What follows belongs to an exercise in optimizing a design on an open flow for small area, a short achievable clock period and few clock cycles per item; a production flow would make more cautious choices. At most, simulation tests tie the RTL to the original design; equivalence was not proved. No functional check of the RTL was part of runs 1 and 2. Power and IR drop assume default switching activity.

==> flow/design.v <==
`timescale 1ns / 1ps
module gain_core_s1 (
    input  wire [15:0] d,
    input  wire [15:0] g,
    output wire [19:0] ra,
    output wire [19:0] rb,
    output wire        cin
);
    wire neg0 = g[1];
    wire one0 = g[0] ^ 1'b0;
    wire two0 = (g[1] & ~g[0] & ~1'b0) | (~g[1] & g[0] & 1'b0);
    wire neg1 = g[3];
    wire one1 = g[2] ^ g[1];
    wire two1 = (g[3] & ~g[2] & ~g[1]) | (~g[3] & g[2] & g[1]);
    wire neg2 = g[5];
    wire one2 = g[4] ^ g[3];
    wire two2 = (g[5] & ~g[4] & ~g[3]) | (~g[5] & g[4] & g[3]);
    wire neg3 = g[7];
    wire one3 = g[6] ^ g[5];
    wire two3 = (g[7] & ~g[6] & ~g[5]) | (~g[7] & g[6] & g[5]);
    wire neg4 = g[9];
    wire one4 = g[8] ^ g[7];
    wire two4 = (g[9] & ~g[8] & ~g[7]) | (~g[9] & g[8] & g[7]);
    wire neg5 = g[11];
    wire one5 = g[10] ^ g[9];
    wire two5 = (g[11] & ~g[10] & ~g[9]) | (~g[11] & g[10] & g[9]);
    wire neg6 = g[13];
    wire one6 = g[12] ^ g[11];
    wire two6 = (g[13] & ~g[12] & ~g[11]) | (~g[13] & g[12] & g[11]);
    wire neg7 = g[15];
    wire one7 = g[14] ^ g[13];
    wire two7 = (g[15] & ~g[14] & ~g[13]) | (~g[15] & g[14] & g[13]);
    wire [16:0] dx = {d[15], d};
    wire pp0_0 = (one0 & dx[0]) ^ neg0;
    wire pp0_1 = ((one0 & dx[1]) | (two0 & dx[0])) ^ neg0;
    wire pp0_2 = ((one0 & dx[2]) | (two0 & dx[1])) ^ neg0;
    wire pp0_3 = ((one0 & dx[3]) | (two0 & dx[2])) ^ neg0;
    wire pp0_4 = ((one0 & dx[4]) | (two0 & dx[3])) ^ neg0;
    wire pp0_5 = ((one0 & dx[5]) | (two0 & dx[4])) ^ neg0;
    wire pp0_6 = ((one0 & dx[6]) | (two0 & dx[5])) ^ neg0;
    wire pp0_7 = ((one0 & dx[7]) | (two0 & dx[6])) ^ neg0;
    wire pp0_8 = ((one0 & dx[8]) | (two0 & dx[7])) ^ neg0;
    wire pp0_9 = ((one0 & dx[9]) | (two0 & dx[8])) ^ neg0;
    wire pp0_10 = ((one0 & dx[10]) | (two0 & dx[9])) ^ neg0;
    wire pp0_11 = ((one0 & dx[11]) | (two0 & dx[10])) ^ neg0;
    wire pp0_12 = ((one0 & dx[12]) | (two0 & dx[11])) ^ neg0;
    wire pp0_13 = ((one0 & dx[13]) | (two0 & dx[12])) ^ neg0;
    wire pp0_14 = ((one0 & dx[14]) | (two0 & dx[13])) ^ neg0;
    wire pp0_15 = ((one0 & dx[15]) | (two0 & dx[14])) ^ neg0;
    wire pp0_16 = ~(((one0 & dx[16]) | (two0 & dx[15])) ^ neg0);
    wire pp1_0 = (one1 & dx[0]) ^ neg1;
    wire pp1_1 = ((one1 & dx[1]) | (two1 & dx[0])) ^ neg1;
    wire pp1_2 = ((one1 & dx[2]) | (two1 & dx[1])) ^ neg1;
    wire pp1_3 = ((one1 & dx[3]) | (two1 & dx[2])) ^ neg1;
    wire pp1_4 = ((one1 & dx[4]) | (two1 & dx[3])) ^ neg1;
    wire pp1_5 = ((one1 & dx[5]) | (two1 & dx[4])) ^ neg1;
    wire pp1_6 = ((one1 & dx[6]) | (two1 & dx[5])) ^ neg1;
    wire pp1_7 = ((one1 & dx[7]) | (two1 & dx[6])) ^ neg1;
    wire pp1_8 = ((one1 & dx[8]) | (two1 & dx[7])) ^ neg1;
    wire pp1_9 = ((one1 & dx[9]) | (two1 & dx[8])) ^ neg1;
    wire pp1_10 = ((one1 & dx[10]) | (two1 & dx[9])) ^ neg1;
    wire pp1_11 = ((one1 & dx[11]) | (two1 & dx[10])) ^ neg1;
    wire pp1_12 = ((one1 & dx[12]) | (two1 & dx[11])) ^ neg1;
    wire pp1_13 = ((one1 & dx[13]) | (two1 & dx[12])) ^ neg1;
    wire pp1_14 = ((one1 & dx[14]) | (two1 & dx[13])) ^ neg1;
    wire pp1_15 = ((one1 & dx[15]) | (two1 & dx[14])) ^ neg1;
    wire pp1_16 = ~(((one1 & dx[16]) | (two1 & dx[15])) ^ neg1);
    wire pp2_0 = (one2 & dx[0]) ^ neg2;
    wire pp2_1 = ((one2 & dx[1]) | (two2 & dx[0])) ^ neg2;
    wire pp2_2 = ((one2 & dx[2]) | (two2 & dx[1])) ^ neg2;
    wire pp2_3 = ((one2 & dx[3]) | (two2 & dx[2])) ^ neg2;
    wire pp2_4 = ((one2 & dx[4]) | (two2 & dx[3])) ^ neg2;
    wire pp2_5 = ((one2 & dx[5]) | (two2 & dx[4])) ^ neg2;
    wire pp2_6 = ((one2 & dx[6]) | (two2 & dx[5])) ^ neg2;
    wire pp2_7 = ((one2 & dx[7]) | (two2 & dx[6])) ^ neg2;
    wire pp2_8 = ((one2 & dx[8]) | (two2 & dx[7])) ^ neg2;
    wire pp2_9 = ((one2 & dx[9]) | (two2 & dx[8])) ^ neg2;
    wire pp2_10 = ((one2 & dx[10]) | (two2 & dx[9])) ^ neg2;
    wire pp2_11 = ((one2 & dx[11]) | (two2 & dx[10])) ^ neg2;
    wire pp2_12 = ((one2 & dx[12]) | (two2 & dx[11])) ^ neg2;
    wire pp2_13 = ((one2 & dx[13]) | (two2 & dx[12])) ^ neg2;
    wire pp2_14 = ((one2 & dx[14]) | (two2 & dx[13])) ^ neg2;
    wire pp2_15 = ((one2 & dx[15]) | (two2 & dx[14])) ^ neg2;
    wire pp2_16 = ~(((one2 & dx[16]) | (two2 & dx[15])) ^ neg2);
    wire pp3_0 = (one3 & dx[0]) ^ neg3;
    wire pp3_1 = ((one3 & dx[1]) | (two3 & dx[0])) ^ neg3;
    wire pp3_2 = ((one3 & dx[2]) | (two3 & dx[1])) ^ neg3;
    wire pp3_3 = ((one3 & dx[3]) | (two3 & dx[2])) ^ neg3;
    wire pp3_4 = ((one3 & dx[4]) | (two3 & dx[3])) ^ neg3;
    wire pp3_5 = ((one3 & dx[5]) | (two3 & dx[4])) ^ neg3;
    wire pp3_6 = ((one3 & dx[6]) | (two3 & dx[5])) ^ neg3;
    wire pp3_7 = ((one3 & dx[7]) | (two3 & dx[6])) ^ neg3;
    wire pp3_8 = ((one3 & dx[8]) | (two3 & dx[7])) ^ neg3;
    wire pp3_9 = ((one3 & dx[9]) | (two3 & dx[8])) ^ neg3;
    wire pp3_10 = ((one3 & dx[10]) | (two3 & dx[9])) ^ neg3;
    wire pp3_11 = ((one3 & dx[11]) | (two3 & dx[10])) ^ neg3;
    wire pp3_12 = ((one3 & dx[12]) | (two3 & dx[11])) ^ neg3;
    wire pp3_13 = ((one3 & dx[13]) | (two3 & dx[12])) ^ neg3;
    wire pp3_14 = ((one3 & dx[14]) | (two3 & dx[13])) ^ neg3;
    wire pp3_15 = ((one3 & dx[15]) | (two3 & dx[14])) ^ neg3;
    wire pp3_16 = ~(((one3 & dx[16]) | (two3 & dx[15])) ^ neg3);
    wire pp4_0 = (one4 & dx[0]) ^ neg4;
    wire pp4_1 = ((one4 & dx[1]) | (two4 & dx[0])) ^ neg4;
    wire pp4_2 = ((one4 & dx[2]) | (two4 & dx[1])) ^ neg4;
    wire pp4_3 = ((one4 & dx[3]) | (two4 & dx[2])) ^ neg4;
    wire pp4_4 = ((one4 & dx[4]) | (two4 & dx[3])) ^ neg4;
    wire pp4_5 = ((one4 & dx[5]) | (two4 & dx[4])) ^ neg4;
    wire pp4_6 = ((one4 & dx[6]) | (two4 & dx[5])) ^ neg4;
    wire pp4_7 = ((one4 & dx[7]) | (two4 & dx[6])) ^ neg4;
    wire pp4_8 = ((one4 & dx[8]) | (two4 & dx[7])) ^ neg4;
    wire pp4_9 = ((one4 & dx[9]) | (two4 & dx[8])) ^ neg4;
    wire pp4_10 = ((one4 & dx[10]) | (two4 & dx[9])) ^ neg4;
    wire pp4_11 = ((one4 & dx[11]) | (two4 & dx[10])) ^ neg4;
    wire pp4_12 = ((one4 & dx[12]) | (two4 & dx[11])) ^ neg4;
    wire pp4_13 = ((one4 & dx[13]) | (two4 & dx[12])) ^ neg4;
    wire pp4_14 = ((one4 & dx[14]) | (two4 & dx[13])) ^ neg4;
    wire pp4_15 = ((one4 & dx[15]) | (two4 & dx[14])) ^ neg4;
    wire pp4_16 = ~(((one4 & dx[16]) | (two4 & dx[15])) ^ neg4);
    wire pp5_0 = (one5 & dx[0]) ^ neg5;
    wire pp5_1 = ((one5 & dx[1]) | (two5 & dx[0])) ^ neg5;
    wire pp5_2 = ((one5 & dx[2]) | (two5 & dx[1])) ^ neg5;
    wire pp5_3 = ((one5 & dx[3]) | (two5 & dx[2])) ^ neg5;
    wire pp5_4 = ((one5 & dx[4]) | (two5 & dx[3])) ^ neg5;
    wire pp5_5 = ((one5 & dx[5]) | (two5 & dx[4])) ^ neg5;
    wire pp5_6 = ((one5 & dx[6]) | (two5 & dx[5])) ^ neg5;
    wire pp5_7 = ((one5 & dx[7]) | (two5 & dx[6])) ^ neg5;
    wire pp5_8 = ((one5 & dx[8]) | (two5 & dx[7])) ^ neg5;
    wire pp5_9 = ((one5 & dx[9]) | (two5 & dx[8])) ^ neg5;
    wire pp5_10 = ((one5 & dx[10]) | (two5 & dx[9])) ^ neg5;
    wire pp5_11 = ((one5 & dx[11]) | (two5 & dx[10])) ^ neg5;
    wire pp5_12 = ((one5 & dx[12]) | (two5 & dx[11])) ^ neg5;
    wire pp5_13 = ((one5 & dx[13]) | (two5 & dx[12])) ^ neg5;
    wire pp5_14 = ((one5 & dx[14]) | (two5 & dx[13])) ^ neg5;
    wire pp5_15 = ((one5 & dx[15]) | (two5 & dx[14])) ^ neg5;
    wire pp5_16 = ~(((one5 & dx[16]) | (two5 & dx[15])) ^ neg5);
    wire pp6_0 = (one6 & dx[0]) ^ neg6;
    wire pp6_1 = ((one6 & dx[1]) | (two6 & dx[0])) ^ neg6;
    wire pp6_2 = ((one6 & dx[2]) | (two6 & dx[1])) ^ neg6;
    wire pp6_3 = ((one6 & dx[3]) | (two6 & dx[2])) ^ neg6;
    wire pp6_4 = ((one6 & dx[4]) | (two6 & dx[3])) ^ neg6;
    wire pp6_5 = ((one6 & dx[5]) | (two6 & dx[4])) ^ neg6;
    wire pp6_6 = ((one6 & dx[6]) | (two6 & dx[5])) ^ neg6;
    wire pp6_7 = ((one6 & dx[7]) | (two6 & dx[6])) ^ neg6;
    wire pp6_8 = ((one6 & dx[8]) | (two6 & dx[7])) ^ neg6;
    wire pp6_9 = ((one6 & dx[9]) | (two6 & dx[8])) ^ neg6;
    wire pp6_10 = ((one6 & dx[10]) | (two6 & dx[9])) ^ neg6;
    wire pp6_11 = ((one6 & dx[11]) | (two6 & dx[10])) ^ neg6;
    wire pp6_12 = ((one6 & dx[12]) | (two6 & dx[11])) ^ neg6;
    wire pp6_13 = ((one6 & dx[13]) | (two6 & dx[12])) ^ neg6;
    wire pp6_14 = ((one6 & dx[14]) | (two6 & dx[13])) ^ neg6;
    wire pp6_15 = ((one6 & dx[15]) | (two6 & dx[14])) ^ neg6;
    wire pp6_16 = ~(((one6 & dx[16]) | (two6 & dx[15])) ^ neg6);
    wire pp7_0 = (one7 & dx[0]) ^ neg7;
    wire pp7_1 = ((one7 & dx[1]) | (two7 & dx[0])) ^ neg7;
    wire pp7_2 = ((one7 & dx[2]) | (two7 & dx[1])) ^ neg7;
    wire pp7_3 = ((one7 & dx[3]) | (two7 & dx[2])) ^ neg7;
    wire pp7_4 = ((one7 & dx[4]) | (two7 & dx[3])) ^ neg7;
    wire pp7_5 = ((one7 & dx[5]) | (two7 & dx[4])) ^ neg7;
    wire pp7_6 = ((one7 & dx[6]) | (two7 & dx[5])) ^ neg7;
    wire pp7_7 = ((one7 & dx[7]) | (two7 & dx[6])) ^ neg7;
    wire pp7_8 = ((one7 & dx[8]) | (two7 & dx[7])) ^ neg7;
    wire pp7_9 = ((one7 & dx[9]) | (two7 & dx[8])) ^ neg7;
    wire pp7_10 = ((one7 & dx[10]) | (two7 & dx[9])) ^ neg7;
    wire pp7_11 = ((one7 & dx[11]) | (two7 & dx[10])) ^ neg7;
    wire pp7_12 = ((one7 & dx[12]) | (two7 & dx[11])) ^ neg7;
    wire pp7_13 = ((one7 & dx[13]) | (two7 & dx[12])) ^ neg7;
    wire pp7_14 = ((one7 & dx[14]) | (two7 & dx[13])) ^ neg7;
    wire pp7_15 = ((one7 & dx[15]) | (two7 & dx[14])) ^ neg7;
    wire pp7_16 = ~(((one7 & dx[16]) | (two7 & dx[15])) ^ neg7);
    wire s1, c2;
    assign s1 = pp0_10 ^ pp1_8;
    assign c2 = pp0_10 & pp1_8;
    wire s3, c4;
    assign s3 = pp0_11 ^ pp1_9 ^ pp2_7;
    assign c4 = (pp0_11 & pp1_9) | (pp2_7 & (pp0_11 ^ pp1_9));
    wire s5, c6;
    assign s5 = pp0_12 ^ pp1_10 ^ pp2_8;
    assign c6 = (pp0_12 & pp1_10) | (pp2_8 & (pp0_12 ^ pp1_10));
    wire s7, c8;
    assign s7 = pp3_6 ^ pp4_4;
    assign c8 = pp3_6 & pp4_4;
    wire s9, c10;
    assign s9 = pp0_13 ^ pp1_11 ^ pp2_9;
    assign c10 = (pp0_13 & pp1_11) | (pp2_9 & (pp0_13 ^ pp1_11));
    wire s11, c12;
    assign s11 = pp3_7 ^ pp4_5;
    assign c12 = pp3_7 & pp4_5;
    wire s13, c14;
    assign s13 = pp0_14 ^ pp1_12 ^ pp2_10;
    assign c14 = (pp0_14 & pp1_12) | (pp2_10 & (pp0_14 ^ pp1_12));
    wire s15, c16;
    assign s15 = pp3_8 ^ pp4_6 ^ pp5_4;
    assign c16 = (pp3_8 & pp4_6) | (pp5_4 & (pp3_8 ^ pp4_6));
    wire s17, c18;
    assign s17 = pp6_2 ^ pp7_0;
    assign c18 = pp6_2 & pp7_0;
    wire s19, c20;
    assign s19 = pp0_15 ^ pp1_13 ^ pp2_11;
    assign c20 = (pp0_15 & pp1_13) | (pp2_11 & (pp0_15 ^ pp1_13));
    wire s21, c22;
    assign s21 = pp3_9 ^ pp4_7 ^ pp5_5;
    assign c22 = (pp3_9 & pp4_7) | (pp5_5 & (pp3_9 ^ pp4_7));
    wire s23, c24;
    assign s23 = pp6_3 ^ pp7_1;
    assign c24 = pp6_3 & pp7_1;
    wire s25, c26;
    assign s25 = pp0_16 ^ pp1_14 ^ pp2_12;
    assign c26 = (pp0_16 & pp1_14) | (pp2_12 & (pp0_16 ^ pp1_14));
    wire s27, c28;
    assign s27 = pp3_10 ^ pp4_8 ^ pp5_6;
    assign c28 = (pp3_10 & pp4_8) | (pp5_6 & (pp3_10 ^ pp4_8));
    wire s29, c30;
    assign s29 = pp6_4 ^ pp7_2 ^ 1'b1;
    assign c30 = (pp6_4 & pp7_2) | (1'b1 & (pp6_4 ^ pp7_2));
    wire s31, c32;
    assign s31 = pp1_15 ^ pp2_13 ^ pp3_11;
    assign c32 = (pp1_15 & pp2_13) | (pp3_11 & (pp1_15 ^ pp2_13));
    wire s33, c34;
    assign s33 = pp4_9 ^ pp5_7 ^ pp6_5;
    assign c34 = (pp4_9 & pp5_7) | (pp6_5 & (pp4_9 ^ pp5_7));
    wire s35, c36;
    assign s35 = pp7_3 ^ 1'b1;
    assign c36 = pp7_3 & 1'b1;
    wire s37, c38;
    assign s37 = pp1_16 ^ pp2_14 ^ pp3_12;
    assign c38 = (pp1_16 & pp2_14) | (pp3_12 & (pp1_16 ^ pp2_14));
    wire s39, c40;
    assign s39 = pp4_10 ^ pp5_8 ^ pp6_6;
    assign c40 = (pp4_10 & pp5_8) | (pp6_6 & (pp4_10 ^ pp5_8));
    wire s41, c42;
    assign s41 = pp2_15 ^ pp3_13 ^ pp4_11;
    assign c42 = (pp2_15 & pp3_13) | (pp4_11 & (pp2_15 ^ pp3_13));
    wire s43, c44;
    assign s43 = pp5_9 ^ pp6_7;
    assign c44 = pp5_9 & pp6_7;
    wire s45, c46;
    assign s45 = pp2_16 ^ pp3_14 ^ pp4_12;
    assign c46 = (pp2_16 & pp3_14) | (pp4_12 & (pp2_16 ^ pp3_14));
    wire s47, c48;
    assign s47 = pp3_15 ^ pp4_13;
    assign c48 = pp3_15 & pp4_13;
    wire s49, c50;
    assign s49 = pp0_6 ^ pp1_4;
    assign c50 = pp0_6 & pp1_4;
    wire s51, c52;
    assign s51 = pp0_7 ^ pp1_5;
    assign c52 = pp0_7 & pp1_5;
    wire s53, c54;
    assign s53 = pp0_8 ^ pp1_6 ^ pp2_4;
    assign c54 = (pp0_8 & pp1_6) | (pp2_4 & (pp0_8 ^ pp1_6));
    wire s55, c56;
    assign s55 = pp3_2 ^ pp4_0;
    assign c56 = pp3_2 & pp4_0;
    wire s57, c58;
    assign s57 = pp0_9 ^ pp1_7 ^ pp2_5;
    assign c58 = (pp0_9 & pp1_7) | (pp2_5 & (pp0_9 ^ pp1_7));
    wire s59, c60;
    assign s59 = pp3_3 ^ pp4_1;
    assign c60 = pp3_3 & pp4_1;
    wire s61, c62;
    assign s61 = s1 ^ pp2_6 ^ pp3_4;
    assign c62 = (s1 & pp2_6) | (pp3_4 & (s1 ^ pp2_6));
    wire s63, c64;
    assign s63 = pp4_2 ^ pp5_0 ^ neg5;
    assign c64 = (pp4_2 & pp5_0) | (neg5 & (pp4_2 ^ pp5_0));
    wire s65, c66;
    assign s65 = c2 ^ s3 ^ pp3_5;
    assign c66 = (c2 & s3) | (pp3_5 & (c2 ^ s3));
    wire s67, c68;
    assign s67 = pp4_3 ^ pp5_1 ^ 1'b1;
    assign c68 = (pp4_3 & pp5_1) | (1'b1 & (pp4_3 ^ pp5_1));
    wire s69, c70;
    assign s69 = c4 ^ s5 ^ s7;
    assign c70 = (c4 & s5) | (s7 & (c4 ^ s5));
    wire s71, c72;
    assign s71 = pp5_2 ^ pp6_0 ^ neg6;
    assign c72 = (pp5_2 & pp6_0) | (neg6 & (pp5_2 ^ pp6_0));
    wire s73, c74;
    assign s73 = c6 ^ c8 ^ s9;
    assign c74 = (c6 & c8) | (s9 & (c6 ^ c8));
    wire s75, c76;
    assign s75 = s11 ^ pp5_3 ^ pp6_1;
    assign c76 = (s11 & pp5_3) | (pp6_1 & (s11 ^ pp5_3));
    wire s77, c78;
    assign s77 = c10 ^ c12 ^ s13;
    assign c78 = (c10 & c12) | (s13 & (c10 ^ c12));
    wire s79, c80;
    assign s79 = s15 ^ s17 ^ neg7;
    assign c80 = (s15 & s17) | (neg7 & (s15 ^ s17));
    wire s81, c82;
    assign s81 = c14 ^ c16 ^ c18;
    assign c82 = (c14 & c16) | (c18 & (c14 ^ c16));
    wire s83, c84;
    assign s83 = s19 ^ s21 ^ s23;
    assign c84 = (s19 & s21) | (s23 & (s19 ^ s21));
    wire s85, c86;
    assign s85 = c20 ^ c22 ^ c24;
    assign c86 = (c20 & c22) | (c24 & (c20 ^ c22));
    wire s87, c88;
    assign s87 = s25 ^ s27 ^ s29;
    assign c88 = (s25 & s27) | (s29 & (s25 ^ s27));
    wire s89, c90;
    assign s89 = c26 ^ c28 ^ c30;
    assign c90 = (c26 & c28) | (c30 & (c26 ^ c28));
    wire s91, c92;
    assign s91 = s31 ^ s33 ^ s35;
    assign c92 = (s31 & s33) | (s35 & (s31 ^ s33));
    wire s93, c94;
    assign s93 = c32 ^ c34 ^ c36;
    assign c94 = (c32 & c34) | (c36 & (c32 ^ c34));
    wire s95, c96;
    assign s95 = s37 ^ s39 ^ pp7_4;
    assign c96 = (s37 & s39) | (pp7_4 & (s37 ^ s39));
    wire s97, c98;
    assign s97 = c38 ^ c40 ^ s41;
    assign c98 = (c38 & c40) | (s41 & (c38 ^ c40));
    wire s99, c100;
    assign s99 = s43 ^ pp7_5 ^ 1'b1;
    assign c100 = (s43 & pp7_5) | (1'b1 & (s43 ^ pp7_5));
    wire s101, c102;
    assign s101 = c42 ^ c44 ^ s45;
    assign c102 = (c42 & c44) | (s45 & (c42 ^ c44));
    wire s103, c104;
    assign s103 = pp5_10 ^ pp6_8 ^ pp7_6;
    assign c104 = (pp5_10 & pp6_8) | (pp7_6 & (pp5_10 ^ pp6_8));
    wire s105, c106;
    assign s105 = c46 ^ s47 ^ pp5_11;
    assign c106 = (c46 & s47) | (pp5_11 & (c46 ^ s47));
    wire s107, c108;
    assign s107 = pp6_9 ^ pp7_7 ^ 1'b1;
    assign c108 = (pp6_9 & pp7_7) | (1'b1 & (pp6_9 ^ pp7_7));
    wire s109, c110;
    assign s109 = c48 ^ pp3_16 ^ pp4_14;
    assign c110 = (c48 & pp3_16) | (pp4_14 & (c48 ^ pp3_16));
    wire s111, c112;
    assign s111 = pp5_12 ^ pp6_10 ^ pp7_8;
    assign c112 = (pp5_12 & pp6_10) | (pp7_8 & (pp5_12 ^ pp6_10));
    wire s113, c114;
    assign s113 = pp4_15 ^ pp5_13 ^ pp6_11;
    assign c114 = (pp4_15 & pp5_13) | (pp6_11 & (pp4_15 ^ pp5_13));
    wire s115, c116;
    assign s115 = pp7_9 ^ 1'b1;
    assign c116 = pp7_9 & 1'b1;
    wire s117, c118;
    assign s117 = pp4_16 ^ pp5_14 ^ pp6_12;
    assign c118 = (pp4_16 & pp5_14) | (pp6_12 & (pp4_16 ^ pp5_14));
    wire s119, c120;
    assign s119 = pp5_15 ^ pp6_13;
    assign c120 = pp5_15 & pp6_13;
    wire s121, c122;
    assign s121 = pp0_4 ^ pp1_2;
    assign c122 = pp0_4 & pp1_2;
    wire s123, c124;
    assign s123 = pp0_5 ^ pp1_3;
    assign c124 = pp0_5 & pp1_3;
    wire s125, c126;
    assign s125 = s49 ^ pp2_2 ^ pp3_0;
    assign c126 = (s49 & pp2_2) | (pp3_0 & (s49 ^ pp2_2));
    wire s127, c128;
    assign s127 = c50 ^ s51 ^ pp2_3;
    assign c128 = (c50 & s51) | (pp2_3 & (c50 ^ s51));
    wire s129, c130;
    assign s129 = c52 ^ s53 ^ s55;
    assign c130 = (c52 & s53) | (s55 & (c52 ^ s53));
    wire s131, c132;
    assign s131 = c54 ^ c56 ^ s57;
    assign c132 = (c54 & c56) | (s57 & (c54 ^ c56));
    wire s133, c134;
    assign s133 = c58 ^ c60 ^ s61;
    assign c134 = (c58 & c60) | (s61 & (c58 ^ c60));
    wire s135, c136;
    assign s135 = c62 ^ c64 ^ s65;
    assign c136 = (c62 & c64) | (s65 & (c62 ^ c64));
    wire s137, c138;
    assign s137 = c66 ^ c68 ^ s69;
    assign c138 = (c66 & c68) | (s69 & (c66 ^ c68));
    wire s139, c140;
    assign s139 = c70 ^ c72 ^ s73;
    assign c140 = (c70 & c72) | (s73 & (c70 ^ c72));
    wire s141, c142;
    assign s141 = c74 ^ c76 ^ s77;
    assign c142 = (c74 & c76) | (s77 & (c74 ^ c76));
    wire s143, c144;
    assign s143 = c78 ^ c80 ^ s81;
    assign c144 = (c78 & c80) | (s81 & (c78 ^ c80));
    wire s145, c146;
    assign s145 = c82 ^ c84 ^ s85;
    assign c146 = (c82 & c84) | (s85 & (c82 ^ c84));
    wire s147, c148;
    assign s147 = c86 ^ c88 ^ s89;
    assign c148 = (c86 & c88) | (s89 & (c86 ^ c88));
    wire s149, c150;
    assign s149 = c90 ^ c92 ^ s93;
    assign c150 = (c90 & c92) | (s93 & (c90 ^ c92));
    wire s151, c152;
    assign s151 = c94 ^ c96 ^ s97;
    assign c152 = (c94 & c96) | (s97 & (c94 ^ c96));
    wire s153, c154;
    assign s153 = c98 ^ c100 ^ s101;
    assign c154 = (c98 & c100) | (s101 & (c98 ^ c100));
    wire s155, c156;
    assign s155 = c102 ^ c104 ^ s105;
    assign c156 = (c102 & c104) | (s105 & (c102 ^ c104));
    wire s157, c158;
    assign s157 = c106 ^ c108 ^ s109;
    assign c158 = (c106 & c108) | (s109 & (c106 ^ c108));
    wire s159, c160;
    assign s159 = c110 ^ c112 ^ s113;
    assign c160 = (c110 & c112) | (s113 & (c110 ^ c112));
    wire s161, c162;
    assign s161 = c114 ^ c116 ^ s117;
    assign c162 = (c114 & c116) | (s117 & (c114 ^ c116));
    wire s163, c164;
    assign s163 = c118 ^ s119 ^ pp7_11;
    assign c164 = (c118 & s119) | (pp7_11 & (c118 ^ s119));
    wire s165, c166;
    assign s165 = c120 ^ pp5_16 ^ pp6_14;
    assign c166 = (c120 & pp5_16) | (pp6_14 & (c120 ^ pp5_16));
    wire s167, c168;
    assign s167 = pp6_15 ^ pp7_13;
    assign c168 = pp6_15 & pp7_13;
    wire s169, c170;
    assign s169 = pp0_2 ^ pp1_0;
    assign c170 = pp0_2 & pp1_0;
    wire s171, c172;
    assign s171 = pp0_3 ^ pp1_1;
    assign c172 = pp0_3 & pp1_1;
    wire s173, c174;
    assign s173 = s121 ^ pp2_0 ^ neg2;
    assign c174 = (s121 & pp2_0) | (neg2 & (s121 ^ pp2_0));
    wire s175, c176;
    assign s175 = c122 ^ s123 ^ pp2_1;
    assign c176 = (c122 & s123) | (pp2_1 & (c122 ^ s123));
    wire s177, c178;
    assign s177 = c124 ^ s125 ^ neg3;
    assign c178 = (c124 & s125) | (neg3 & (c124 ^ s125));
    wire s179, c180;
    assign s179 = c126 ^ s127 ^ pp3_1;
    assign c180 = (c126 & s127) | (pp3_1 & (c126 ^ s127));
    wire s181, c182;
    assign s181 = c128 ^ s129 ^ neg4;
    assign c182 = (c128 & s129) | (neg4 & (c128 ^ s129));
    wire s183, c184;
    assign s183 = c130 ^ s131 ^ s59;
    assign c184 = (c130 & s131) | (s59 & (c130 ^ s131));
    wire s185, c186;
    assign s185 = c132 ^ s133 ^ s63;
    assign c186 = (c132 & s133) | (s63 & (c132 ^ s133));
    wire s187, c188;
    assign s187 = c134 ^ s135 ^ s67;
    assign c188 = (c134 & s135) | (s67 & (c134 ^ s135));
    wire s189, c190;
    assign s189 = c136 ^ s137 ^ s71;
    assign c190 = (c136 & s137) | (s71 & (c136 ^ s137));
    wire s191, c192;
    assign s191 = c138 ^ s139 ^ s75;
    assign c192 = (c138 & s139) | (s75 & (c138 ^ s139));
    wire s193, c194;
    assign s193 = c140 ^ s141 ^ s79;
    assign c194 = (c140 & s141) | (s79 & (c140 ^ s141));
    wire s195, c196;
    assign s195 = c142 ^ s143 ^ s83;
    assign c196 = (c142 & s143) | (s83 & (c142 ^ s143));
    wire s197, c198;
    assign s197 = c144 ^ s145 ^ s87;
    assign c198 = (c144 & s145) | (s87 & (c144 ^ s145));
    wire s199, c200;
    assign s199 = c146 ^ s147 ^ s91;
    assign c200 = (c146 & s147) | (s91 & (c146 ^ s147));
    wire s201, c202;
    assign s201 = c148 ^ s149 ^ s95;
    assign c202 = (c148 & s149) | (s95 & (c148 ^ s149));
    wire s203, c204;
    assign s203 = c150 ^ s151 ^ s99;
    assign c204 = (c150 & s151) | (s99 & (c150 ^ s151));
    wire s205, c206;
    assign s205 = c152 ^ s153 ^ s103;
    assign c206 = (c152 & s153) | (s103 & (c152 ^ s153));
    wire s207, c208;
    assign s207 = c154 ^ s155 ^ s107;
    assign c208 = (c154 & s155) | (s107 & (c154 ^ s155));
    wire s209, c210;
    assign s209 = c156 ^ s157 ^ s111;
    assign c210 = (c156 & s157) | (s111 & (c156 ^ s157));
    wire s211, c212;
    assign s211 = c158 ^ s159 ^ s115;
    assign c212 = (c158 & s159) | (s115 & (c158 ^ s159));
    wire s213, c214;
    assign s213 = c160 ^ s161 ^ pp7_10;
    assign c214 = (c160 & s161) | (pp7_10 & (c160 ^ s161));
    wire s215, c216;
    assign s215 = c162 ^ s163 ^ 1'b1;
    assign c216 = (c162 & s163) | (1'b1 & (c162 ^ s163));
    wire s217, c218;
    assign s217 = c164 ^ s165 ^ pp7_12;
    assign c218 = (c164 & s165) | (pp7_12 & (c164 ^ s165));
    wire s219, c220;
    assign s219 = c166 ^ s167 ^ 1'b1;
    assign c220 = (c166 & s167) | (1'b1 & (c166 ^ s167));
    wire s221, c222;
    assign s221 = c168 ^ pp6_16 ^ pp7_14;
    assign c222 = (c168 & pp6_16) | (pp7_14 & (c168 ^ pp6_16));
    wire s223, c224;
    assign s223 = pp7_15 ^ 1'b1;
    assign c224 = pp7_15 & 1'b1;
    wire [11:0] la = {c186, c184, c182, c180, c178, c176, c174, c172, c170, s169, pp0_1, pp0_0};
    wire [11:0] lb = {s187, s185, s183, s181, s179, s177, s175, s173, s171, neg1, 1'b0, neg0};
    wire [12:0] ls = {1'b0, la} + {1'b0, lb};
    assign cin = ls[12];
    assign ra = {1'b1, c224, c222, c220, c218, c216, c214, c212, c210, c208, c206, c204, c202, c200, c198, c196, c194, c192, c190, c188};
    assign rb = {1'b0, pp7_16, s223, s221, s219, s217, s215, s213, s211, s209, s207, s205, s203, s201, s199, s197, s195, s193, s191, s189};
endmodule
module gain_core_s2 (
    input  wire [19:0] ra,
    input  wire [19:0] rb,
    input  wire        cin,
    output wire [15:0] data_o
);
    wire [19:0] r = ra + rb + {19'd0, cin};
    wire ovf = ~(&r[19:15] | ~|r[19:15]);
    assign data_o = ovf ? {r[19], {15{~r[19]}}} : r[15:0];
endmodule
module gain_core (
    input  wire [15:0] data_i,
    input  wire [15:0] gain_i,
    output wire [15:0] data_o
);
    wire [19:0] ra, rb;
    wire cin;
    gain_core_s1 u_s1 (.d(data_i), .g(gain_i), .ra(ra), .rb(rb), .cin(cin));
    gain_core_s2 u_s2 (.ra(ra), .rb(rb), .cin(cin), .data_o(data_o));
endmodule
`timescale 1ns / 1ps
module axis_gain_wrapper #(
    parameter integer C_S_AXI_DATA_WIDTH = 32,
    parameter integer C_S_AXI_ADDR_WIDTH = 4,
    parameter integer AUDIO_WIDTH        = 16,
    parameter integer GAIN_FBITS         = 12
)(
    input  wire aclk,
    input  wire aresetn,
    input  wire [31:0] s_axis_tdata,
    input  wire        s_axis_tlast,
    input  wire        s_axis_tvalid,
    output wire        s_axis_tready,
    output wire [31:0] m_axis_tdata,
    output wire        m_axis_tlast,
    output wire        m_axis_tvalid,
    input  wire        m_axis_tready,
    input  wire [C_S_AXI_ADDR_WIDTH-1:0] s_axi_awaddr,
    input  wire                          s_axi_awvalid,
    output wire                          s_axi_awready,
    input  wire [C_S_AXI_DATA_WIDTH-1:0] s_axi_wdata,
    input  wire [3:0]                    s_axi_wstrb,
    input  wire                          s_axi_wvalid,
    output wire                          s_axi_wready,
    output wire [1:0]                    s_axi_bresp,
    output reg                           s_axi_bvalid,
    input  wire                          s_axi_bready,
    input  wire [C_S_AXI_ADDR_WIDTH-1:0] s_axi_araddr,
    input  wire                          s_axi_arvalid,
    output wire                          s_axi_arready,
    output reg  [C_S_AXI_DATA_WIDTH-1:0] s_axi_rdata,
    output wire [1:0]                    s_axi_rresp,
    output reg                           s_axi_rvalid,
    input  wire                          s_axi_rready
);
    reg [31:0] reg_control;
    reg [31:0] reg_gain_l;
    reg [31:0] reg_gain_r;
    reg        wack;       
    reg [1:0]  rsel;       
    assign s_axi_awready = wack;
    assign s_axi_wready  = wack;
    assign s_axi_bresp   = 2'b00;
    assign s_axi_rresp   = 2'b00;
    assign s_axi_arready = !s_axi_rvalid;
    wire wgo = s_axi_awvalid && s_axi_wvalid && !wack && !s_axi_bvalid && !s_axi_rvalid;
    wire [1:0] addr_w = s_axi_awaddr[3:2];
    wire [31:0] wd_ctl = s_axi_wdata & {32{aresetn}};
    wire [31:0] wd_gn  = {wd_ctl[31:13], s_axi_wdata[12] | !aresetn, wd_ctl[11:0]};
    wire we_ctl = (wgo && addr_w == 2'd0) || !aresetn;
    wire we_gl  = (wgo && addr_w == 2'd1) || !aresetn;
    wire we_gr  = (wgo && addr_w == 2'd2) || !aresetn;
    always @(posedge aclk) begin
        if (we_ctl) reg_control <= wd_ctl;
        if (we_gl)  reg_gain_l  <= wd_gn;
        if (we_gr)  reg_gain_r  <= wd_gn;
    end
    always @(posedge aclk) begin
        if (!aresetn) begin
            wack         <= 1'b0;
            s_axi_bvalid <= 1'b0;
        end else begin
            wack <= wgo;
            if (wack)
                s_axi_bvalid <= 1'b1;
            else if (s_axi_bready)
                s_axi_bvalid <= 1'b0;
        end
    end
    wire rgo = s_axi_arvalid && !s_axi_rvalid;
    always @(posedge aclk) begin
        if (!aresetn) begin
            s_axi_rvalid <= 1'b0;
        end else begin
            if (rgo)
                s_axi_rvalid <= 1'b1;
            else if (s_axi_rready)
                s_axi_rvalid <= 1'b0;
        end
    end
    always @(posedge aclk) begin
        if (rgo) rsel <= s_axi_araddr[3:2];
    end
    always @* begin
        case (rsel)
            2'd0:    s_axi_rdata = reg_control;
            2'd1:    s_axi_rdata = reg_gain_l;
            2'd2:    s_axi_rdata = reg_gain_r;
            default: s_axi_rdata = 32'b0;
        endcase
    end
    reg        v0, l0;
    reg [31:0] d0;
    reg [15:0] g0l, g0r;    
    reg        v1, l1;
    reg [19:0] ral, rbl, rar, rbr;    
    reg        cil, cir;
    wire ce = m_axis_tready || !v1;
    assign s_axis_tready = ce;
    assign m_axis_tvalid = v1;
    assign m_axis_tlast  = l1;
    wire [19:0] ral_d, rbl_d, rar_d, rbr_d;
    wire        cil_d, cir_d;
    gain_core_s1 u_s1_l (.d(d0[15:0]),  .g(g0l), .ra(ral_d), .rb(rbl_d), .cin(cil_d));
    gain_core_s1 u_s1_r (.d(d0[31:16]), .g(g0r), .ra(rar_d), .rb(rbr_d), .cin(cir_d));
    gain_core_s2 u_s2_l (.ra(ral), .rb(rbl), .cin(cil), .data_o(m_axis_tdata[15:0]));
    gain_core_s2 u_s2_r (.ra(rar), .rb(rbr), .cin(cir), .data_o(m_axis_tdata[31:16]));
    always @(posedge aclk) begin
        if (ce) begin
            d0  <= s_axis_tdata;
            l0  <= s_axis_tlast;
            g0l <= reg_control[0] ? reg_gain_l[15:0] : 16'h1000;
            g0r <= reg_control[0] ? reg_gain_r[15:0] : 16'h1000;
            ral <= ral_d;
            rbl <= rbl_d;
            cil <= cil_d;
            rar <= rar_d;
            rbr <= rbr_d;
            cir <= cir_d;
            l1  <= l0;
        end
    end
    always @(posedge aclk) begin
        if (!aresetn) begin
            v0 <= 1'b0;
            v1 <= 1'b0;
        end else if (ce) begin
            v0 <= s_axis_tvalid;
            v1 <= v0;
        end
    end
endmodule
==> flow/run.sh <==
#!/bin/bash
# synth_recipe.tcl (not shown) runs the flow's synth.tcl, then flattens the netlist and writes it again
# the make line also repeats each setting of config.mk as NAME=value (left out here)
make -C /OpenROAD-flow-scripts/flow DESIGN_CONFIG=/design/flow/config.mk WORK_HOME=/design/flow/orfs CLKGATE_MAP_FILE= SYNTH_SCRIPT=/design/flow/synth_recipe.tcl finish
==> flow/config.mk <==
export PLATFORM = sky130hd
export DESIGN_NAME = axis_gain_wrapper
export DESIGN_NICKNAME = axis_gain_wrapper
export VERILOG_FILES = /design/flow/design.v
export SDC_FILE = /design/flow/constraint.sdc
export NUM_CORES = 4
export LEC_CHECK = 0
export ABC_AREA = 1
export CAP_MARGIN = 20
export CORE_MARGIN = 2
export CORE_UTILIZATION = 40
export SETUP_SLACK_MARGIN = 4.5
export SLEW_MARGIN = 20
==> flow/constraint.sdc <==
create_clock -name core_clock -period 8.0 [get_ports {aclk}]
set_input_delay 1.6000 -clock core_clock [delete_from_list [all_inputs] [get_ports {aclk}]]
set_output_delay 1.6000 -clock core_clock [all_outputs]
set_load 0.01 [all_outputs]
==> flow_metrics.py, run 1 <==
metrics = {
    "worst_setup_path": {
        "regToRegEndpoint": "cir",
        "startpoint_type": "register",
        "cp_max_fo": 3,
        "crit_top_cell": "nand2_2",
        "crit_arrival_ns": 3.08,
        "path_cells": "inv_2 -> fa_2 -> inv_2 -> fa_2 -> nand3_2 -> nand3_2 -> nand2_2 -> nand2_2 -> nand2_2 -> nand2_1 -> nand2_1 -> nand2_2 -> nor2_4 -> nand3_4 -> nand2_4 -> buf_4 -> buf_6 -> nand2_2 -> nand2_2 -> buf_6",
        "r2r_setup_slack_ns": 3.76,
        "crit_required_ns": 6.40,
        "timing.rr.start": "d0[26]",
        "path_class": "reg -> out",
        "cp-end-kind": "output pin",
        "cpPeakStageDelay_ns": 0.46,
        "ff2ff_path_depth": 15,
        "slowest_stage": "edfxtp_1",
    },
    "yosys": {
        "syn_inst": 2307,
        "synthTopCellsByCount": "inv_1 (449), nand2_1 (363), xor2_1 (264), edfxtp_1 (242), o22ai_1 (238)",
        "avgSynthCellArea_um2": 9.308,
        "ys_types": 44,
        "ys_warn_count": 1,
        "ys_seq_area_frac": 0.3431,
        "synth_area_mm2": 0.02147,
        "synth_ff_type": "edfxtp_1",
        "yosysTopAreaCell": "edfxtp_1",
        "synth_top_area_frac": 0.3384,
        "synth_edf_count": 242,
        "netlist_top_cells_area": "edfxtp_1 (34%), fa_1 (16%), xor2_1 (11%), inv_1 (7.8%), o22ai_1 (6.9%)",
        "yosysMostFrequentCell": "inv_1",
        "synth.ff_latch_count": 247,
        "async_flop_share": 0,
    },
    "pwr": {
        "leakage_nw": 13.05,
        "power_frac_comb": 0.698,
        "power_density_mw_per_mm2": 388.6,
        "switching_share": 0.4414,
        "p_seq_frac": 0.187,
        "peakVddDrop_mv": 0.1826,
        "p_int_w": 0.006201,
        "switchingPower_w": 0.004901,
        "power.share.clock": 0.115,
    },
    "grt": {
        "grt_pass1_vias": 17897,
        "grt_pass1_wl_mm": 96.89,
        "antenna_found_initial": 3,
        "grt-ovfl-total": 0,
        "track_usage": 0.2160,
        "grt_max_degree": 73,
    },
    "sta": {
        "slew_viol_final": 0,
        "fin_crit_ns": 4.681,
        "hold_violations": 0,
        "worst_pin_slew_ns": 0.7303,
        "rsz0062_at_grt": "yes",
        "finalCritPeriodShare": 0.5851,
        "max_freq_mhz": 213.6,
        "hold_slack_ns": 0.4207,
        "final-setup-viol-count": 0,
        "fin_ws_ns": 3.319,
        "clock_skew_ns": 0.02759,
        "max_slew_margin": 0.5126,
        "setup_tns_ns": 0,
    },
    "worst_hold_path": {
        "hold_path_depth": 0,
        "min_path_type": "reg -> reg",
        "hold_end": "l1",
        "holdCritStartpoint": "l0",
    },
    "drt": {
        "drc": 0,
        "wire_per_inst_um": 18.40,
        "avgViaCountPerCell": 5.253,
        "vias": 17562,
        "drtAntennaViolNets": 0,
        "drtIter0Drc": 1293,
        "wl_met1_mm": 25.47,
        "routed_wl_mm": 61.52,
        "route.met3.wl_mm": 4.297,
        "maxUsedRoutingLayer": "met5",
        "drt-pass1-iter-count": 6,
        "met2WireLength_mm": 29.10,
    },
    "placed_design": {
        "dp_slack_ns": 2.855,
        "hpwl_mm": 39.36,
        "io_buffers": 149,
        "gp_congestion": 0.8718,
        "place_inst": 3039,
        "place_area_mm2": 0.02386,
    },
    "floorplanning": {
        "initial_core_util": 0.4062,
        "num_rows": 84,
        "die_area_mm2": 0.05555,
        "num_io_pins": 162,
        "die_width_um": 235.7,
        "design.core.area_mm2": 0.05287,
        "dieHeight_um": 235.7,
    },
    "clock_tree": {
        "cts_buffers": 27,
        "clk_root_buffer_cell": "clkbuf_16",
        "hold_buffers": 0,
        "clockBufferDepth": 3,
        "htreeDepth": 1,
        "clk_pin_slew_worst_paths_ns": 0.07,
        "cts.sinks": 247,
        "clock_latency_ns": 0.59,
        "cts_tree": "built",
    },
    "finish": {
        "synthToLayoutAreaGrowth_pct": 33.06,
        "design_area_mm2": 0.02857,
        "n_antenna_cell": 0,
        "nets": 2992,
        "num-fill-cells": 4565,
        "register_area_mm2": 0.007367,
        "multi_input_area_mm2": 0.01355,
        "layout-drive-gt1-share": 0.2968,
        "finalNonFillerCells": 3343,
    },
    "run_status": {
        "outcome": "timing/DRC/antenna clean",
    },
    "job": {
        "drv_cap": 0,
    },
}
kinds of logic (layout without fill, tap and decap cells):
group,count (synthesis),after routing,synth area share
mux,2,2,0.0009323
fa+ha+maj,272,272,0.2179
compound gates,388,389,0.1123
xor+xnor,274,274,0.1118
flops,247,247,0.3431
other cells,1,4,0.0001746
simple gates,538,544,0.1074
buf+inv,585,923,0.1063
how the worst max path moves through the flow:
stage / startpoint / end / slack [ns]
5_1_grt: cir / m_axis_tdata[21] / 3.15
3_3_place_gp: g0l[5] / cil / 2.89
3_5_place_dp: g0l[5] / cil / 2.85
2_1_floorplan: m_axis_tready / s_axis_tready / 3.04
6_report: cir / m_axis_tdata[23] / 3.32
4_1_cts: cil / m_axis_tdata[7] / 3.20
power groups by stage:
stage               sequential [W]  clock, W  combinational [W]
finish                     0.00208   0.00127            0.00775
global route               0.00211   0.00136            0.00872
CTS                        0.00207   0.00130            0.00730
detailed placement         0.00211         0            0.00622
global placement           0.00210         0            0.00610
floorplan                  0.00205         0            0.00450
registers in the layout, indices dropped and copies added, names as in the netlist:
register,count
cil,1
cir,1
d0,32
g0l,16
g0r,16
l0,1
l1,1
ral,19
rar,19
rbl,19
rbr,19
reg_control,32
reg_gain_l,32
reg_gain_r,32
rsel,2
s_axi_bvalid,1
s_axi_rvalid,1
v0,1
v1,1
wack,1
layout make-up:
cell class                      count  area share
Clock buffer                       29     0.02391
Clock inverter                     21    0.007313
Inverter                          460     0.06494
Multi-Input combinational cell   1485      0.4743
Sequential cell                   247      0.2578
Tap cell                          688     0.03013
Timing Repair Buffer              413      0.1416
per-stage QoR:
stage | total power (W) | util
floorplan | 0.006546 | -
global placement | 0.008203 | 0.4512
detailed placement | 0.008324 | 0.4512
CTS | 0.01067 | 0.5191
global route | 0.01218 | 0.5404
finish | 0.01110 | 0.5404
worst max-delay path: cells and delay by family, from the launching register on:
family                   cells  cell delay, ns
AND/OR/NAND/NOR             13            1.04
flip-flops                   1            0.46
buffers and inverters        5            0.42
adder cells (fa/ha/maj)      2            0.57
cells in the final DEF (no fill, tap or decap), drive strengths merged:
master	instances
dfxtp	5
o21bai	4
ha	102
mux2i	2
clkinv	14
nor4	4
a211oi	5
clkdlybuf4s50	83
nand3	74
nor3	4
nand2	389
a31oi	6
fa	170
edfxtp	242
o31ai	4
and3	4
clkbuf	31
o2111ai	2
a21oi	52
nand4	1
xor2	264
xnor2	10
inv	439
bufbuf	2
o21a	3
conb	4
buf	326
o22ai	238
clkinvlp	25
o21ai	43
or2	4
nor2	62
bufinv	3
o211ai	32
nand3b	2
routing by layer:
metal  up-vias  global-route usage
met5         -                   0
met4         6             0.08454
met3       165             0.04186
met2       695              0.3615
met1      8507              0.2760
li1       8189                   -
repair_timing:
item,CTS,global route
endpoints found under the setup margin,202,186
buffers inserted,187,56
pin swaps,154,131
resized for setup,574,159
cloned,9,2
==> run 2: changes to the inputs <==
--- a/flow/config.mk
+++ b/flow/config.mk
@@ -9,5 +9,4 @@
 export CAP_MARGIN = 20
 export CORE_MARGIN = 2
 export CORE_UTILIZATION = 40
-export SETUP_SLACK_MARGIN = 4.5
 export SLEW_MARGIN = 20
==> flow_metrics.py, run 2 <==
metrics = {
    "run_status": {
        "outcome": "timing/DRC/antenna clean",
    },
    "yosys": {
        "yosysMostFrequentCell": "inv_1",
        "synth_edf_count": 242,
        "syn_inst": 2307,
        "synth_area_mm2": 0.02147,
        "avgSynthCellArea_um2": 9.308,
        "synth.ff_latch_count": 247,
        "ys_seq_area_frac": 0.3431,
        "netlist_top_cells_area": "edfxtp_1 (34%), fa_1 (16%), xor2_1 (11%), inv_1 (7.8%), o22ai_1 (6.9%)",
        "synth_top_area_frac": 0.3384,
        "synth_ff_type": "edfxtp_1",
        "ys_types": 44,
        "ys_warn_count": 1,
        "async_flop_share": 0,
        "synthTopCellsByCount": "inv_1 (449), nand2_1 (363), xor2_1 (264), edfxtp_1 (242), o22ai_1 (238)",
        "yosysTopAreaCell": "edfxtp_1",
    },
    "drt": {
        "drt-pass1-iter-count": 6,
        "wire_per_inst_um": 17.10,
        "drtAntennaViolNets": 0,
        "vias": 15881,
        "drtIter0Drc": 1235,
        "routed_wl_mm": 52.95,
        "avgViaCountPerCell": 5.130,
        "drc": 0,
    },
    "placed_design": {
        "hpwl_mm": 39.02,
        "io_buffers": 149,
        "place_inst": 3044,
        "gp_congestion": 0.8629,
    },
    "floorplanning": {
        "design.core.area_mm2": 0.05287,
        "num_io_pins": 162,
        "die_area_mm2": 0.05555,
        "num_rows": 84,
        "die_width_um": 235.7,
        "initial_core_util": 0.4062,
        "dieHeight_um": 235.7,
    },
    "clock_tree": {
        "hold_buffers": 0,
        "clk_root_buffer_cell": "clkbuf_16",
        "clock_latency_ns": 0.57,
        "cts_setup_buffers": 0,
        "clk_pin_slew_worst_paths_ns": 0.06,
        "clockBufferDepth": 3,
        "htreeDepth": 1,
        "cts_resized": 0,
        "cts.sinks": 247,
        "cts_buffers": 28,
        "cts_tree": "built",
    },
    "sta": {
        "clock_skew_ns": 0.01412,
        "slew_viol_final": 0,
        "worst_pin_slew_ns": 0.9085,
        "max_freq_mhz": 187.9,
        "hold_violations": 0,
        "fin_crit_ns": 5.322,
        "max_slew_margin": 0.3943,
        "finalCritPeriodShare": 0.6652,
        "final-setup-viol-count": 0,
        "setup_tns_ns": 0,
        "rsz0062_at_grt": "no",
    },
    "pwr": {
        "switchingPower_w": 0.004102,
        "switching_share": 0.4371,
        "p_int_w": 0.005281,
        "peakVddDrop_mv": 0.1707,
        "power.share.clock": 0.150,
        "power_density_mw_per_mm2": 382.8,
        "power_frac_comb": 0.628,
        "leakage_nw": 11.44,
        "p_seq_frac": 0.222,
    },
    "finish": {
        "n_antenna_cell": 0,
        "synthToLayoutAreaGrowth_pct": 14.15,
        "layout-drive-gt1-share": 0.05565,
        "nets": 2744,
        "layout_commonest_cell": "inv_1",
        "finalNonFillerCells": 3096,
        "mostFrequentLayoutCells": "inv_1 (448), nand2_1 (363), xor2_1 (264), edfxtp_1 (242), o22ai_1 (238)",
    },
    "worst_setup_path": {
        "timing.rr.start": "g0l[5]",
        "path_class": "reg -> reg",
        "ff2ff_path_depth": 17,
        "cp_max_fo": 15,
        "crit_arrival_ns": 5.73,
        "cp-end-kind": "register",
        "regToRegEndpoint": "cil",
        "r2r_setup_slack_ns": 2.68,
        "startpoint_type": "register",
        "crit_required_ns": 8.41,
    },
    "worst_hold_path": {
        "hold_path_depth": 0,
        "hold_end": "l1",
        "holdCritStartpoint": "l0",
        "min_path_type": "reg -> reg",
    },
    "grt": {
        "antenna_found_initial": 2,
        "grt_pass1_wl_mm": 86.75,
        "grt_max_degree": 70,
        "grt-ovfl-total": 0,
        "grt_pass1_vias": 16490,
        "track_usage": 0.1907,
    },
    "job": {
        "drv_cap": 0,
    },
}
-- run 2: power groups by stage --
stage          Combinational, W  Clock [W]  Sequential [W]
6_report                0.00589    0.00141         0.00208
3_3_place_gp            0.00584          0         0.00210
5_1_grt                 0.00682    0.00150         0.00211
4_1_cts                 0.00598    0.00144         0.00208
2_1_floorplan           0.00420          0         0.00204
3_5_place_dp            0.00594          0         0.00211
-- run 2: routing by layer --
| metal | part of all wire | up-vias | track usage | wire length [um] |
|---|---|---|---|---|
| met5 | 0.00040 | - | 0 | 21 |
| met4 | 0.025 | 4 | 0.05578 | 1311 |
| met3 | 0.068 | 82 | 0.04233 | 3586 |
| met2 | 0.47 | 449 | 0.3201 | 24660 |
| li1 | - | 7693 | - | - |
| met1 | 0.44 | 7653 | 0.2467 | 23370 |
-- run 2: worst max path at each step --
stage / from / endpoint / slack [ns]
after floorplan: m_axis_tready / s_axis_tready / 1.90
after global placement: g0r[5] / cir / 2.83
after detailed placement: g0l[5] / cil / 2.75
after CTS: cil / m_axis_tdata[14] / 2.66
after global routing: g0r[3] / cir / 2.38
final: g0l[5] / cil / 2.68
-- run 2: layout make-up --
class	instances	area (um2)
well taps	688	860.8
multi-input cells	1478	11880
flip-flops and latches	247	7367
fillers	4960	28350
inverters	460	1732
clock inverters	22	289.0
clock buffers	30	729.5
repair buffers	171	1657
-- run 2: worst max-delay path, cell delays in order (launching register included) --
cell and delay [ns]:
edfxtp_1 0.76, inv_1 0.44, o21ai_1 0.23, buf_4 0.25
o22ai_1 0.11, xor2_1 0.19, fa_1 0.55, fa_1 0.53
inv_1 0.06, fa_1 0.53, inv_1 0.05, fa_1 0.51
inv_1 0.06, ha_1 0.29, nand2_1 0.09, nor4_1 0.29
o21ai_0 0.13, o2111ai_1 0.09
-- run 2: kinds of logic (layout without fill, tap and decap cells) --
family | after synthesis | in the layout | share of synthesized area
other cells | 1 | 4 | 0.0001746
buf+inv | 585 | 683 | 0.1063
xor+xnor | 274 | 274 | 0.1118
compound gates | 388 | 388 | 0.1123
flops | 247 | 247 | 0.3431
mux | 2 | 2 | 0.0009323
simple gates | 538 | 538 | 0.1074
fa+ha+maj | 272 | 272 | 0.2179
-- run 2: stage by stage --
step,setup WS (ns),hold slack [ns],total power (W),area [um2],utilization
after floorplan,1.904,0.4003,0.006240,21480,-
after global placement,2.833,0.4031,0.007943,23490,0.4443
after detailed placement,2.751,0.4092,0.008044,23490,0.4443
after CTS,2.657,0.4258,0.009505,24510,0.4636
after global routing,2.377,0.4289,0.01043,24510,0.4636
final,2.678,0.4208,0.009383,24510,0.4636
==> run 3: changes to the inputs <==
--- a/flow/design.v
+++ b/flow/design.v
@@ -1,35 +1,35 @@
 `timescale 1ns / 1ps
 module gain_core_s1 (
     input  wire [15:0] d,
-    input  wire [15:0] g,
+    input  wire [23:0] bg,      
     output wire [19:0] ra,
     output wire [19:0] rb,
     output wire        cin
 );
-    wire neg0 = g[1];
-    wire one0 = g[0] ^ 1'b0;
-    wire two0 = (g[1] & ~g[0] & ~1'b0) | (~g[1] & g[0] & 1'b0);
-    wire neg1 = g[3];
-    wire one1 = g[2] ^ g[1];
-    wire two1 = (g[3] & ~g[2] & ~g[1]) | (~g[3] & g[2] & g[1]);
-    wire neg2 = g[5];
-    wire one2 = g[4] ^ g[3];
-    wire two2 = (g[5] & ~g[4] & ~g[3]) | (~g[5] & g[4] & g[3]);
-    wire neg3 = g[7];
-    wire one3 = g[6] ^ g[5];
-    wire two3 = (g[7] & ~g[6] & ~g[5]) | (~g[7] & g[6] & g[5]);
-    wire neg4 = g[9];
-    wire one4 = g[8] ^ g[7];
-    wire two4 = (g[9] & ~g[8] & ~g[7]) | (~g[9] & g[8] & g[7]);
-    wire neg5 = g[11];
-    wire one5 = g[10] ^ g[9];
-    wire two5 = (g[11] & ~g[10] & ~g[9]) | (~g[11] & g[10] & g[9]);
-    wire neg6 = g[13];
-    wire one6 = g[12] ^ g[11];
-    wire two6 = (g[13] & ~g[12] & ~g[11]) | (~g[13] & g[12] & g[11]);
-    wire neg7 = g[15];
-    wire one7 = g[14] ^ g[13];
-    wire two7 = (g[15] & ~g[14] & ~g[13]) | (~g[15] & g[14] & g[13]);
+    wire neg0 = bg[2];
+    wire two0 = bg[1];
+    wire one0 = bg[0];
+    wire neg1 = bg[5];
+    wire two1 = bg[4];
+    wire one1 = bg[3];
+    wire neg2 = bg[8];
+    wire two2 = bg[7];
+    wire one2 = bg[6];
+    wire neg3 = bg[11];
+    wire two3 = bg[10];
+    wire one3 = bg[9];
+    wire neg4 = bg[14];
+    wire two4 = bg[13];
+    wire one4 = bg[12];
+    wire neg5 = bg[17];
+    wire two5 = bg[16];
+    wire one5 = bg[15];
+    wire neg6 = bg[20];
+    wire two6 = bg[19];
+    wire one6 = bg[18];
+    wire neg7 = bg[23];
+    wire two7 = bg[22];
+    wire one7 = bg[21];
     wire [16:0] dx = {d[15], d};
     wire pp0_0 = (one0 & dx[0]) ^ neg0;
     wire pp0_1 = ((one0 & dx[1]) | (two0 & dx[0])) ^ neg0;
@@ -510,6 +510,35 @@
     assign ra = {1'b1, c224, c222, c220, c218, c216, c214, c212, c210, c208, c206, c204, c202, c200, c198, c196, c194, c192, c190, c188};
     assign rb = {1'b0, pp7_16, s223, s221, s219, s217, s215, s213, s211, s209, s207, s205, s203, s201, s199, s197, s195, s193, s191, s189};
 endmodule
+module gain_recode (
+    input  wire [15:0] g,
+    output wire [23:0] bg
+);
+    assign bg[2] = g[1];
+    assign bg[1] = (g[1] & ~g[0] & ~1'b0) | (~g[1] & g[0] & 1'b0);
+    assign bg[0] = g[0] ^ 1'b0;
+    assign bg[5] = g[3];
+    assign bg[4] = (g[3] & ~g[2] & ~g[1]) | (~g[3] & g[2] & g[1]);
+    assign bg[3] = g[2] ^ g[1];
+    assign bg[8] = g[5];
+    assign bg[7] = (g[5] & ~g[4] & ~g[3]) | (~g[5] & g[4] & g[3]);
+    assign bg[6] = g[4] ^ g[3];
+    assign bg[11] = g[7];
+    assign bg[10] = (g[7] & ~g[6] & ~g[5]) | (~g[7] & g[6] & g[5]);
+    assign bg[9] = g[6] ^ g[5];
+    assign bg[14] = g[9];
+    assign bg[13] = (g[9] & ~g[8] & ~g[7]) | (~g[9] & g[8] & g[7]);
+    assign bg[12] = g[8] ^ g[7];
+    assign bg[17] = g[11];
+    assign bg[16] = (g[11] & ~g[10] & ~g[9]) | (~g[11] & g[10] & g[9]);
+    assign bg[15] = g[10] ^ g[9];
+    assign bg[20] = g[13];
+    assign bg[19] = (g[13] & ~g[12] & ~g[11]) | (~g[13] & g[12] & g[11]);
+    assign bg[18] = g[12] ^ g[11];
+    assign bg[23] = g[15];
+    assign bg[22] = (g[15] & ~g[14] & ~g[13]) | (~g[15] & g[14] & g[13]);
+    assign bg[21] = g[14] ^ g[13];
+endmodule
 module gain_core_s2 (
     input  wire [19:0] ra,
     input  wire [19:0] rb,
@@ -527,7 +556,9 @@
 );
     wire [19:0] ra, rb;
     wire cin;
-    gain_core_s1 u_s1 (.d(data_i), .g(gain_i), .ra(ra), .rb(rb), .cin(cin));
+    wire [23:0] bg;
+    gain_recode  u_rc (.g(gain_i), .bg(bg));
+    gain_core_s1 u_s1 (.d(data_i), .bg(bg), .ra(ra), .rb(rb), .cin(cin));
     gain_core_s2 u_s2 (.ra(ra), .rb(rb), .cin(cin), .data_o(data_o));
 endmodule
 `timescale 1ns / 1ps
@@ -623,26 +654,35 @@
     end
     reg        v0, l0;
     reg [31:0] d0;
-    reg [15:0] g0l, g0r;    
+    reg [23:0] b0l, b0r;              
     reg        v1, l1;
     reg [19:0] ral, rbl, rar, rbr;    
     reg        cil, cir;
-    wire ce = m_axis_tready || !v1;
+    reg        v2, l2;
+    reg [31:0] o2;
+    wire ce = m_axis_tready || !v2;
     assign s_axis_tready = ce;
-    assign m_axis_tvalid = v1;
-    assign m_axis_tlast  = l1;
+    assign m_axis_tvalid = v2;
+    assign m_axis_tlast  = l2;
+    assign m_axis_tdata  = o2;
+    wire [15:0] gl = reg_control[0] ? reg_gain_l[15:0] : 16'h1000;
+    wire [15:0] gr = reg_control[0] ? reg_gain_r[15:0] : 16'h1000;
+    wire [23:0] bgl, bgr;
+    gain_recode u_rc_l (.g(gl), .bg(bgl));
+    gain_recode u_rc_r (.g(gr), .bg(bgr));
     wire [19:0] ral_d, rbl_d, rar_d, rbr_d;
     wire        cil_d, cir_d;
-    gain_core_s1 u_s1_l (.d(d0[15:0]),  .g(g0l), .ra(ral_d), .rb(rbl_d), .cin(cil_d));
-    gain_core_s1 u_s1_r (.d(d0[31:16]), .g(g0r), .ra(rar_d), .rb(rbr_d), .cin(cir_d));
-    gain_core_s2 u_s2_l (.ra(ral), .rb(rbl), .cin(cil), .data_o(m_axis_tdata[15:0]));
-    gain_core_s2 u_s2_r (.ra(rar), .rb(rbr), .cin(cir), .data_o(m_axis_tdata[31:16]));
+    wire [15:0] ol_d, or_d;
+    gain_core_s1 u_s1_l (.d(d0[15:0]),  .bg(b0l), .ra(ral_d), .rb(rbl_d), .cin(cil_d));
+    gain_core_s1 u_s1_r (.d(d0[31:16]), .bg(b0r), .ra(rar_d), .rb(rbr_d), .cin(cir_d));
+    gain_core_s2 u_s2_l (.ra(ral), .rb(rbl), .cin(cil), .data_o(ol_d));
+    gain_core_s2 u_s2_r (.ra(rar), .rb(rbr), .cin(cir), .data_o(or_d));
     always @(posedge aclk) begin
         if (ce) begin
             d0  <= s_axis_tdata;
             l0  <= s_axis_tlast;
-            g0l <= reg_control[0] ? reg_gain_l[15:0] : 16'h1000;
-            g0r <= reg_control[0] ? reg_gain_r[15:0] : 16'h1000;
+            b0l <= bgl;
+            b0r <= bgr;
             ral <= ral_d;
             rbl <= rbl_d;
             cil <= cil_d;
@@ -650,15 +690,19 @@
             rbr <= rbr_d;
             cir <= cir_d;
             l1  <= l0;
+            o2  <= {or_d, ol_d};
+            l2  <= l1;
         end
     end
     always @(posedge aclk) begin
         if (!aresetn) begin
             v0 <= 1'b0;
             v1 <= 1'b0;
+            v2 <= 1'b0;
         end else if (ce) begin
             v0 <= s_axis_tvalid;
             v1 <= v0;
+            v2 <= v1;
         end
     end
 endmodule
==> flow_metrics.py, run 3 <==
metrics = {
    "drt": {
        "drt-pass1-iter-count": 6,
        "drtAntennaViolNets": 0,
        "wire_per_inst_um": 17.26,
        "routed_wl_mm": 55.42,
        "drc": 0,
        "avgViaCountPerCell": 5.097,
        "vias": 16368,
        "drtIter0Drc": 1124,
    },
    "yosys": {
        "synthTopCellsByCount": "inv_1 (467), nand2_1 (324), edfxtp_1 (291), xor2_1 (283), o22ai_1 (238)",
        "yosysMostFrequentCell": "inv_1",
        "synth_top_area_frac": 0.3818,
        "netlist_top_cells_area": "edfxtp_1 (38%), fa_1 (15%), xor2_1 (11%), inv_1 (7.7%), o22ai_1 (6.5%)",
        "async_flop_share": 0,
        "synth.ff_latch_count": 297,
        "synth_ff_type": "edfxtp_1",
        "syn_inst": 2336,
        "ys_warn_count": 1,
        "synth_edf_count": 291,
        "synth_area_mm2": 0.02289,
        "yosysTopAreaCell": "edfxtp_1",
        "ys_types": 45,
        "ys_seq_area_frac": 0.3870,
        "avgSynthCellArea_um2": 9.799,
    },
    "sta": {
        "fin_crit_ns": 4.883,
        "setup_tns_ns": 0,
        "slew_viol_final": 0,
        "final-setup-viol-count": 0,
        "max_freq_mhz": 204.8,
        "hold_violations": 0,
        "worst_pin_slew_ns": 0.9683,
        "clock_skew_ns": 0.02845,
        "finalCritPeriodShare": 0.6104,
        "rsz0062_at_grt": "no",
        "max_slew_margin": 0.3545,
    },
    "run_status": {
        "outcome": "timing/DRC/antenna clean",
    },
    "worst_setup_path": {
        "cp_max_fo": 58,
        "crit_top_cell": "clkdlybuf4s50_1",
        "slowest_stage": "clkdlybuf4s50_1",
        "path_cells": "clkdlybuf4s50_1 -> nor2_1 -> inv_8 -> clkdlybuf4s50_1",
        "startpoint_type": "primary input",
        "crit_arrival_ns": 3.28,
        "cpLargestDelayFamily": "buffers and inverters",
        "crit_required_ns": 6.40,
        "path_buf_inv": 3,
        "cp-end-kind": "output pin",
        "cpPeakStageDelay_ns": 0.56,
        "path_class": "in -> out",
    },
    "pwr": {
        "switchingPower_w": 0.003731,
        "p_int_w": 0.005397,
        "peakVddDrop_mv": 0.1479,
        "switching_share": 0.4088,
        "power_density_mw_per_mm2": 347.6,
        "leakage_nw": 11.98,
        "fin_total_pwr_w": 0.009127,
        "power.share.clock": 0.192,
        "power_frac_comb": 0.532,
        "p_seq_frac": 0.277,
    },
    "grt": {
        "grt_pass1_wl_mm": 90.52,
        "grt_max_degree": 78,
        "grt-ovfl-total": 0,
        "antenna_found_initial": 0,
        "track_usage": 0.1895,
        "grt_pass1_vias": 16763,
    },
    "placed_design": {
        "hpwl_mm": 40.91,
        "place_inst": 3143,
        "gp_congestion": 0.8784,
        "io_buffers": 149,
    },
    "job": {
        "drv_cap": 0,
    },
    "floorplanning": {
        "design.core.area_mm2": 0.05650,
        "dieHeight_um": 243.2,
        "initial_core_util": 0.4052,
        "num_rows": 87,
        "die_area_mm2": 0.05915,
        "die_width_um": 243.2,
        "num_io_pins": 162,
    },
    "clock_tree": {
        "cts_buffers": 38,
        "cts_tree": "built",
        "hold_buffers": 0,
        "clock_latency_ns": 0.56,
        "cts.sinks": 297,
        "cts_setup_buffers": 0,
        "clockBufferDepth": 3,
        "cts_resized": 0,
        "htreeDepth": 2,
        "clk_root_buffer_cell": "clkbuf_16",
        "clk_pin_slew_worst_paths_ns": 0.06,
    },
    "finish": {
        "synthToLayoutAreaGrowth_pct": 14.72,
        "nets": 2785,
        "layout_commonest_cell": "inv_1",
        "post-route-util": 0.4648,
        "num-fill-cells": 5274,
        "finalNonFillerCells": 3211,
        "mostFrequentLayoutCells": "inv_1 (466), nand2_1 (324), edfxtp_1 (291), xor2_1 (283), o22ai_1 (238)",
        "n_antenna_cell": 0,
        "layout-drive-gt1-share": 0.04440,
    },
    "worst_hold_path": {
        "min_path_type": "reg -> reg",
    },
}
==> run 3: cell count changes after synthesis, sizes merged, moves of 8 or more <==
cell,previous run,this run
nor2,61,43
nand2,386,338
o211ai,32,24
edfxtp,242,291
o221ai,0,8
xor2,264,283
inv,458,479
buf,45,36
==> run 3: final cells by class <==
| cell class | instances | area [um2] | area share |
|---|---|---|---|
| multi-input combinational | 1449 | 11790 | 0.4492 |
| inverter | 482 | 1817 | 0.06919 |
| timing repair buffer | 159 | 1567 | 0.05966 |
| clock inverter | 22 | 264.0 | 0.01005 |
| tap | 756 | 945.9 | 0.03602 |
| clock buffer | 46 | 1012 | 0.03855 |
| sequential | 297 | 8859 | 0.3374 |
==> run 3: power by group through the flow <==
stage               Combinational (W)  Sequential, W  Clock [W]
floorplan                     0.00355        0.00255          0
global placement              0.00482        0.00256          0
detailed placement            0.00489        0.00256          0
CTS                           0.00493        0.00253    0.00180
global route                  0.00566        0.00256    0.00185
finish                        0.00486        0.00252    0.00175
==> run 3: kinds of logic (layout without fill, tap and decap cells) <==
family,Yosys count,in the layout,share of synthesized area
compound gates,399,399,0.1087
xor+xnor,292,292,0.1117
fa+ha+maj,272,272,0.2044
buf+inv,593,709,0.09970
flops,297,297,0.3870
other cells,1,4,0.0001638
simple gates,482,482,0.08823
==> run 3: path summary, 6_finish.rpt <==
check / endpoint / cells after the start / slack (ns) / start
min reg2reg: l2 / 0 / 0.42 / l1
max: s_axis_tready / 4 / 3.12 / m_axis_tready
min: l2 / 0 / 0.42 / l1
max reg2reg: cil / 14 / 3.15 / b0l[2]
==> run 3: per-layer routing <==
| layer | global-route usage | routed length (um) |
|---|---|---|
| met2 | 0.2974 | 24700 |
| met1 | 0.2567 | 24930 |
| met4 | 0.06965 | 1755 |
| met3 | 0.04268 | 4030 |
| met5 | 0 | 0 |
==> run 3: per-stage QoR <==
stage / hold WS [ns] / worst slack, ns / cell area [um2]
floorplan: 0.4003 / 0.9322 / 22900
global placement: 0.4081 / 3.117 / 24980
detailed placement: 0.4045 / 3.075 / 24980
CTS: 0.4224 / 3.075 / 26260
global route: 0.4327 / 2.831 / 26260
finish: 0.4193 / 3.117 / 26260
Testbench counts of run 3, summed over its fixed seeds: cycles 16,480, samples 16,384.

Check on run 3: ideal ports give 3.117 ns setup slack; a clkbuf_16 on the clock port and buf_2 on the inputs give 3.096 ns; moving port delays by the midpoint clock arrival (0.607 ns) as well gives 3.096 ns.
